From an optimization exercise on the open Yosys and OpenROAD flow, aimed at small area and a short achievable clock period; shortcuts taken in it are not production practice.
Where RTL was checked, it was by simulation tests only, not by an equivalence proof against the original.
No activity file was given, so power comes from the tool's default toggle rates.

==> job 2627: inputs <==
==> flow/design.v <==
module FIRLPF(
       input                     Clock,
       input                     Rst_n,
       input      signed  [31:0] InputData1,
       output     signed  [31:0] OutputData
);
reg [5:0] Count;
always @(posedge Clock or negedge Rst_n)
  if (!Rst_n)            Count <= 6'd0;
  else if (Count < 6'd39) Count <= Count + 6'd1;
  else                   Count <= 6'd0;
wire first = (Count == 6'd0);
reg signed [12:0] coef;
always @* begin
  case (Count)
    6'd0,  6'd39: coef = 13'sd5;
    6'd1,  6'd38: coef = 13'sd5;
    6'd2,  6'd37: coef = 13'sd5;
    6'd3,  6'd36: coef = 13'sd2;
    6'd4,  6'd35: coef = -13'sd2;
    6'd5,  6'd34: coef = -13'sd9;
    6'd6,  6'd33: coef = -13'sd15;
    6'd7,  6'd32: coef = -13'sd12;
    6'd8,  6'd31: coef = 13'sd10;
    6'd9,  6'd30: coef = 13'sd67;
    6'd10, 6'd29: coef = 13'sd178;
    6'd11, 6'd28: coef = 13'sd359;
    6'd12, 6'd27: coef = 13'sd621;
    6'd13, 6'd26: coef = 13'sd964;
    6'd14, 6'd25: coef = 13'sd1374;
    6'd15, 6'd24: coef = 13'sd1823;
    6'd16, 6'd23: coef = 13'sd2269;
    6'd17, 6'd22: coef = 13'sd2664;
    6'd18, 6'd21: coef = 13'sd2959;
    default:      coef = 13'sd3117;
  endcase
end
reg  signed [39:0] S;
wire signed [39:0] prod = InputData1 * coef;
always @(posedge Clock)
  S <= (first ? 40'sd0 : S) + prod;
reg [3:0] nb;
always @(posedge Clock or negedge Rst_n)
  if (!Rst_n)                 nb <= 4'd0;
  else if (first && nb != 4'd9) nb <= nb + 4'd1;
reg [27:0] R0, R1, R2, R3, R4, R5, R6, R7, R8;
wire [27:0] newest = R3;
wire [27:0] oldest = (nb == 4'd9) ? R8 : 28'd0;
wire [27:0] ins    = (nb == 4'd0) ? 28'd0 : newest + {{3{S[39]}}, S[39:15]};
always @(posedge Clock) begin
  R0 <= first ? ins : R8;
  R1 <= R0; R2 <= R1; R3 <= R2; R4 <= R3;
  R5 <= R4; R6 <= R5; R7 <= R6; R8 <= R7;
end
wire [27:0] diff = newest - oldest;
reg [24:0] Out;
always @(posedge Clock or negedge Rst_n)
  if (!Rst_n)     Out <= 25'd0;
  else if (first) Out <= (nb == 4'd0) ? 25'd0 : diff[27:3];
assign OutputData = {{7{Out[24]}}, Out};
endmodule
==> flow/run.sh <==
#!/bin/bash
# synth_recipe.tcl (not shown) runs the flow's synth.tcl, then flattens the netlist and writes it again
# the make line also repeats each setting of config.mk as NAME=value (left out here)
make -C /OpenROAD-flow-scripts/flow DESIGN_CONFIG=/design/flow/config.mk WORK_HOME=/design/flow/orfs CLKGATE_MAP_FILE= SYNTH_SCRIPT=/design/flow/synth_recipe.tcl finish
==> flow/config.mk <==
export PLATFORM = sky130hd
export DESIGN_NAME = FIRLPF
export DESIGN_NICKNAME = FIRLPF
export VERILOG_FILES = /design/flow/design.v
export SDC_FILE = /design/flow/constraint.sdc
export NUM_CORES = 4
export LEC_CHECK = 0
export CAP_MARGIN = 20
export CORE_MARGIN = 2
export CORE_UTILIZATION = 40
export SLEW_MARGIN = 20
==> flow/constraint.sdc <==
create_clock -name core_clock -period 11.0 [get_ports {Clock}]
set_input_delay 2.2000 -clock core_clock [delete_from_list [all_inputs] [get_ports {Clock}]]
set_output_delay 2.2000 -clock core_clock [all_outputs]
set_load 0.01 [all_outputs]
==> inputs of job 9128, as changes to job 2627 <==
==> flow/design.v (replaced) <==
module FIRLPF(
       input                     Clock,
       input                     Rst_n,
       input      signed  [31:0] InputData1,
       output     signed  [31:0] OutputData
);
reg [5:0] Count;
always @(posedge Clock or negedge Rst_n)
  if (!Rst_n)             Count <= 6'd0;
  else if (Count < 6'd39) Count <= Count + 6'd1;
  else                    Count <= 6'd0;
reg [19:0] rom;
always @* begin
  case (Count)
    6'd0: rom = 20'b00000000001001000000;
    6'd1: rom = 20'b00000000001001000000;
    6'd2: rom = 20'b00000000001001000000;
    6'd3: rom = 20'b00010000000000000000;
    6'd4: rom = 20'b10010000000000000000;
    6'd5: rom = 20'b00001001000000000101;
    6'd6: rom = 20'b00000001000000000110;
    6'd7: rom = 20'b10100000101000000000;
    6'd8: rom = 20'b00010000000000000001;
    6'd9: rom = 20'b00001001001000010000;
    6'd10: rom = 20'b00010000010000001010;
    6'd11: rom = 20'b10100010010101000110;
    6'd12: rom = 20'b10010100010101000110;
    6'd13: rom = 20'b00000000001010110000;
    6'd14: rom = 20'b10010010010010101000;
    6'd15: rom = 20'b01001010000101001000;
    6'd16: rom = 20'b01000010101001101000;
    6'd17: rom = 20'b01000100010000101001;
    6'd18: rom = 20'b01001001110010000010;
    6'd19: rom = 20'b01000001101010001010;
    6'd20: rom = 20'b01000001101010001010;
    6'd21: rom = 20'b01001001110010000010;
    6'd22: rom = 20'b01000100010000101001;
    6'd23: rom = 20'b01000010101001101000;
    6'd24: rom = 20'b01001010000101001000;
    6'd25: rom = 20'b10010010010010101000;
    6'd26: rom = 20'b00000000001010110000;
    6'd27: rom = 20'b10010100010101000110;
    6'd28: rom = 20'b10100010010101000110;
    6'd29: rom = 20'b00010000010000001010;
    6'd30: rom = 20'b00001001001000010000;
    6'd31: rom = 20'b00010000000000000001;
    6'd32: rom = 20'b10100000101000000000;
    6'd33: rom = 20'b00000001000000000110;
    6'd34: rom = 20'b00001001000000000101;
    6'd35: rom = 20'b10010000000000000000;
    6'd36: rom = 20'b00010000000000000000;
    6'd37: rom = 20'b00000000001001000000;
    6'd38: rom = 20'b00000000001001000000;
    6'd39: rom = 20'b00000000001001000000;
    default: rom = 20'b0;
  endcase
end
reg [31:0] xr;
reg [19:0] ctl;
always @(posedge Clock) begin
  xr  <= InputData1;
  ctl <= rom;
end
wire [31:0] xo = {~xr[31], xr[30:0]};
wire [1:0] sel0 = ctl[1:0];
wire neg0 = ctl[2];
wire [31:0] v0 = xo ^ {32{neg0}};
wire [39:0] row0 = ({40{sel0[0]}} & {5'd0, v0, 3'd0})
                   | ({40{sel0[1]}} & {4'd0, v0, 4'd0});
wire [1:0] sel1 = ctl[4:3];
wire neg1 = ctl[5];
wire [31:0] v1 = xo ^ {32{neg1}};
wire [39:0] row1 = ({40{sel1[0]}} & {3'd0, v1, 5'd0})
                   | ({40{sel1[1]}} & {2'd0, v1, 6'd0});
wire [1:0] sel2 = ctl[7:6];
wire neg2 = ctl[8];
wire [31:0] v2 = xo ^ {32{neg2}};
wire [39:0] row2 = ({40{sel2[0]}} & {8'd0, v2})
                   | ({40{sel2[1]}} & {v2[29:0], 10'd0});
wire [1:0] sel3 = ctl[10:9];
wire neg3 = ctl[11];
wire [31:0] v3 = xo ^ {32{neg3}};
wire [39:0] row3 = ({40{sel3[0]}} & {6'd0, v3, 2'd0})
                   | ({40{sel3[1]}} & {1'd0, v3, 7'd0});
wire [2:0] sel4 = ctl[14:12];
wire neg4 = ctl[15];
wire [31:0] v4 = xo ^ {32{neg4}};
wire [39:0] row4 = ({40{sel4[0]}} & {8'd0, v4})
                   | ({40{sel4[1]}} & {v4, 8'd0})
                   | ({40{sel4[2]}} & {v4[30:0], 9'd0});
wire [2:0] sel5 = ctl[18:16];
wire neg5 = ctl[19];
wire [31:0] v5 = xo ^ {32{neg5}};
wire [39:0] row5 = ({40{sel5[0]}} & {7'd0, v5, 1'd0})
                   | ({40{sel5[1]}} & {5'd0, v5, 3'd0})
                   | ({40{sel5[2]}} & {v5[28:0], 11'd0});
wire restart = (Count == 6'd1);
localparam [39:0] K = 40'h0000000500;
reg [39:0] S;
always @(posedge Clock)
  S <= (restart ? K : S) + row0 + row1 + row2 + row3 + row4 + row5;
wire [24:0] Stop = S[39:15];
reg [3:0] nins;
always @(posedge Clock or negedge Rst_n)
  if (!Rst_n)                      nins <= 4'd0;
  else if (restart && nins != 4'd9) nins <= nins + 4'd1;
reg [27:0] R0, R1, R2, R3, R4, R5, R6, R7, R8;
wire [27:0] ins = (nins == 4'd0) ? 28'd0 : R3 + {{3{Stop[24]}}, Stop};
always @(posedge Clock) begin
  R0 <= restart ? ins : R8;
  R1 <= R0; R2 <= R1; R3 <= R2; R4 <= R3;
  R5 <= R4; R6 <= R5; R7 <= R6; R8 <= R7;
end
wire [27:0] newest = (nins == 4'd0) ? 28'd0 : R2;
wire [27:0] oldest = (nins == 4'd9) ? R7 : 28'd0;
wire [27:0] diff   = newest - oldest;
reg  [24:0] Out;
always @(posedge Clock or negedge Rst_n)
  if (!Rst_n)              Out <= 25'd0;
  else if (Count == 6'd0)  Out <= diff[27:3];
assign OutputData = {{7{Out[24]}}, Out};
endmodule
==> summary.txt <==
Total of fill cells in the finished design: job 9128 5329; job 2627 5863
Fraction of synthesized cell area taken by the top area cell type: job 9128 0.299; job 2627 0.301
Worst Hold Slack: job 9128 0.290 ns; job 2627 0.309 ns
Most area-hungry cell type in the Yosys netlist: job 9128 dfxtp_1; job 2627 fa_1
Reg2reg start: job 9128 Count[4]$_DFF_PN0_; job 2627 Count[3]$_DFF_PN0_
Routed WL per cell: job 9128 19.2 um; job 2627 16.5 um
Post-route core utilization: job 9128 0.451; job 2627 0.448
Floorplan row count: job 9128 87; job 2627 91
Num tapcells: job 9128 756; job 2627 837
Run status: job 9128 complete, no violations; job 2627 complete, no violations
Post-synthesis sequential area ratio: job 9128 0.337; job 2627 0.268
Final setup slack of the worst path: job 9128 4.08 ns; job 2627 2.22 ns
Clock Latency Late Sink: job 9128 0.59 ns; job 2627 0.57 ns
Clock Skew: job 9128 0.0453 ns; job 2627 0.0234 ns
Slew @ Worst Pin: job 9128 1.09 ns; job 2627 0.977 ns
No functional check of the RTL was part of any run of this note.

* * *

==> build 28: inputs <==
FIRLPF, a different RTL version from the one above (not shown whole).
Settings: LEC_CHECK=0, CAP_MARGIN=20, CELL_PAD_IN_SITES_DETAIL_PLACEMENT=1, CORE_MARGIN=2, CORE_UTILIZATION=30, PLACE_DENSITY=0.5, SLEW_MARGIN=20, SYNTH_HIERARCHICAL=1, SYNTH_MINIMUM_KEEP_SIZE=0; clock period 11.0 ns.
standard.sh (not shown) runs the stock make flow with config.mk's settings and CLKGATE_MAP_FILE= SYNTH_SCRIPT=/design/flow/synth_recipe.tcl, a recipe that flattens the netlist after the stock synthesis.
==> flow/flow/run.sh <==
#!/bin/bash
# The standard layout (standard.sh) with one change to how it is made:
# the port buffers that global placement inserts use buf_2 instead of the
# flow's default pick, a slow delay buffer. Everything else, including
# synthesis, is the standard flow's. The tools' full output goes to
# standard.log in the work folder (and to the ORFS logs under orfs/logs).
set -euo pipefail
export BUFFER_PORTS_ARGS="-buffer_cell sky130_fd_sc_hd__buf_2"
bash standard.sh > standard.log 2>&1
==> trial 66 (differences from build 28) <==
==> flow/run.sh (new file) <==
#!/bin/bash
# synth_recipe.tcl (not shown) runs the flow's synth.tcl, then flattens the netlist and writes it again
# the make line also repeats each setting of config.mk as NAME=value (left out here)
make -C /OpenROAD-flow-scripts/flow DESIGN_CONFIG=/design/flow/config.mk WORK_HOME=/design/flow/orfs CLKGATE_MAP_FILE= SYNTH_SCRIPT=/design/flow/synth_recipe.tcl finish
removed: flow/flow/run.sh
removed: flow/standard.sh
==> trial 4 (differences from build 28) <==
==> flow/flow/run.sh (replaced) <==
#!/bin/bash
# The standard layout (standard.sh), with two changes to how it is made:
# - the port buffers that global placement inserts use buf_2 instead of the
#   flow's default pick, a slow delay buffer;
# - repair_design also keeps each net's fanout at most 16, with real buffers rather than delay cells (pre_resize.tcl), so
#   high-fanout nets are buffered.
# Everything else, including synthesis, is the standard flow's. Each tool's
# full output goes to standard.log in the work folder (and the ORFS logs).
set -euo pipefail
here=$(cd "$(dirname "$0")" && pwd)
export BUFFER_PORTS_ARGS="-buffer_cell sky130_fd_sc_hd__buf_2"
export PRE_RESIZE_TCL="$here/pre_resize.tcl"
bash standard.sh > standard.log 2>&1
==> flow/flow/pre_resize.tcl (new file) <==
# Sourced by ORFS before repair_design (placement resizing step): buffer
# high-fanout nets and keep transitions short, with ordinary buffers rather
# than delay cells.
set_dont_use [get_lib_cells {sky130_fd_sc_hd__clkdlybuf4s* sky130_fd_sc_hd__dlygate* sky130_fd_sc_hd__dlymetal* sky130_fd_sc_hd__buf_1 sky130_fd_sc_hd__clkbuf_1}]
set_max_fanout 10 [current_design]
set_max_transition 0.3 [current_design]
==> key figures <==
Critical path
  – CP endpoint: OutputData[31]
  – Worst path buffer plus inverter count: 1
  – Crit Path Class: reg2out

Power
  – Reg power frac: 0.336

Place
  – Placed insts: 2905
  – Area after DPL: 23400 um^2
  – Detailed placement HPWL: 40700 um

GRT
  – Met2 Use GR: 0.262

Route
  – Met2 routed WL: 27800 um

Final layout
  – Proportion of layout cells with a drive suffix above 1: 0.0750
  – FF+latch area: 8170 um^2

Status
  – Status: finished clean
# the run above: trial 66

==> key figures <==
Status
  – Status: finished clean

Final layout
  – Non-clock buffers, area share: 0.133
  – Biggest regs: Sc x40, Ss x40, xr x32
  – Proportion of layout cells with a drive suffix above 1: 0.315

Yosys
  – Top cells by area, synth: dfxtp_1 32%, fa_1 20%, mux2i_1 8.9%, ha_1 5.0%, dfrtp_1 4.3%

Power
  – Largest Pwr Group: combinational cells
  – Reg power frac: 0.305

Critical path
  – CP endpoint: R0[24]
  – Worst path buffer plus inverter count: 10

Route
  – Met2 routed WL: 34000 um

Place
  – Placed insts: 3413
  – Detailed placement HPWL: 57800 um
  – Area after DPL: 26900 um^2

GRT
  – Met2 Use GR: 0.314
# the run above: trial 4

==> key figures <==
Critical path
  – CP endpoint: U[26]
  – Worst path buffer plus inverter count: 2
  – Crit Path Class: reg2reg
  – CP max-delay cell: fa_1

Final layout
  – Proportion of layout cells with a drive suffix above 1: 0.108
  – FF+latch area: 8170 um^2

Status
  – Status: finished clean

STA
  – Actual slew at the worst max-slew pin: 1.05 ns

Route
  – Met2 routed WL: 27500 um

Place
  – Detailed placement HPWL: 40600 um
  – Placed insts: 2905
  – Area after DPL: 23100 um^2

Yosys
  – Mapped cell area: 22300 um^2
  – Post-synth top cells: 359 x dfxtp_1, 220 x fa_1, 197 x mux2i_1, 160 x inv_1, 140 x clkbuf_1

Power
  – Pleak: 11.5 nW
  – Reg power frac: 0.334

GRT
  – Initial antenna violation count: 1
# the run above: build 28

-- re-timing with driven ports --
No port has a modelled driver above. Below, the same layouts with a new extraction and two added sets of constraints.
Step 1, drivers: a clkbuf_16 drives Clock and a buf_2 each remaining input, both assumed.
Step 2 also shifts input and output timing later by t, the mid clock arrival at the registers, as if the neighbouring blocks saw the same clock.
a / b / c = ideal / step 1 / step 2; a / b = the first two.
run	t, ns	setup WS [ns]	hold slack, ns
job 2627	0.617	2.224 / 2.224 / 2.020	0.309 / 0.309 / 0.309
job 9128	0.624	4.080 / 4.080 / 4.080	0.290 / 0.290 / 0.290
build 28	0.647	7.332 / 7.332 / 7.332	0.322 / 0.322 / 0.322
trial 66	0.652	7.172 / 7.110 / 7.224	0.303 / 0.303 / 0.303
trial 4	0.661	7.024 / 7.024 / 7.024	0.319 / 0.319 / 0.319
After both steps setup and hold are still met in every run listed. The setup slack of job 2627, which loses most, moves by 0.000 ns with the drivers and by -0.204 ns with both steps.
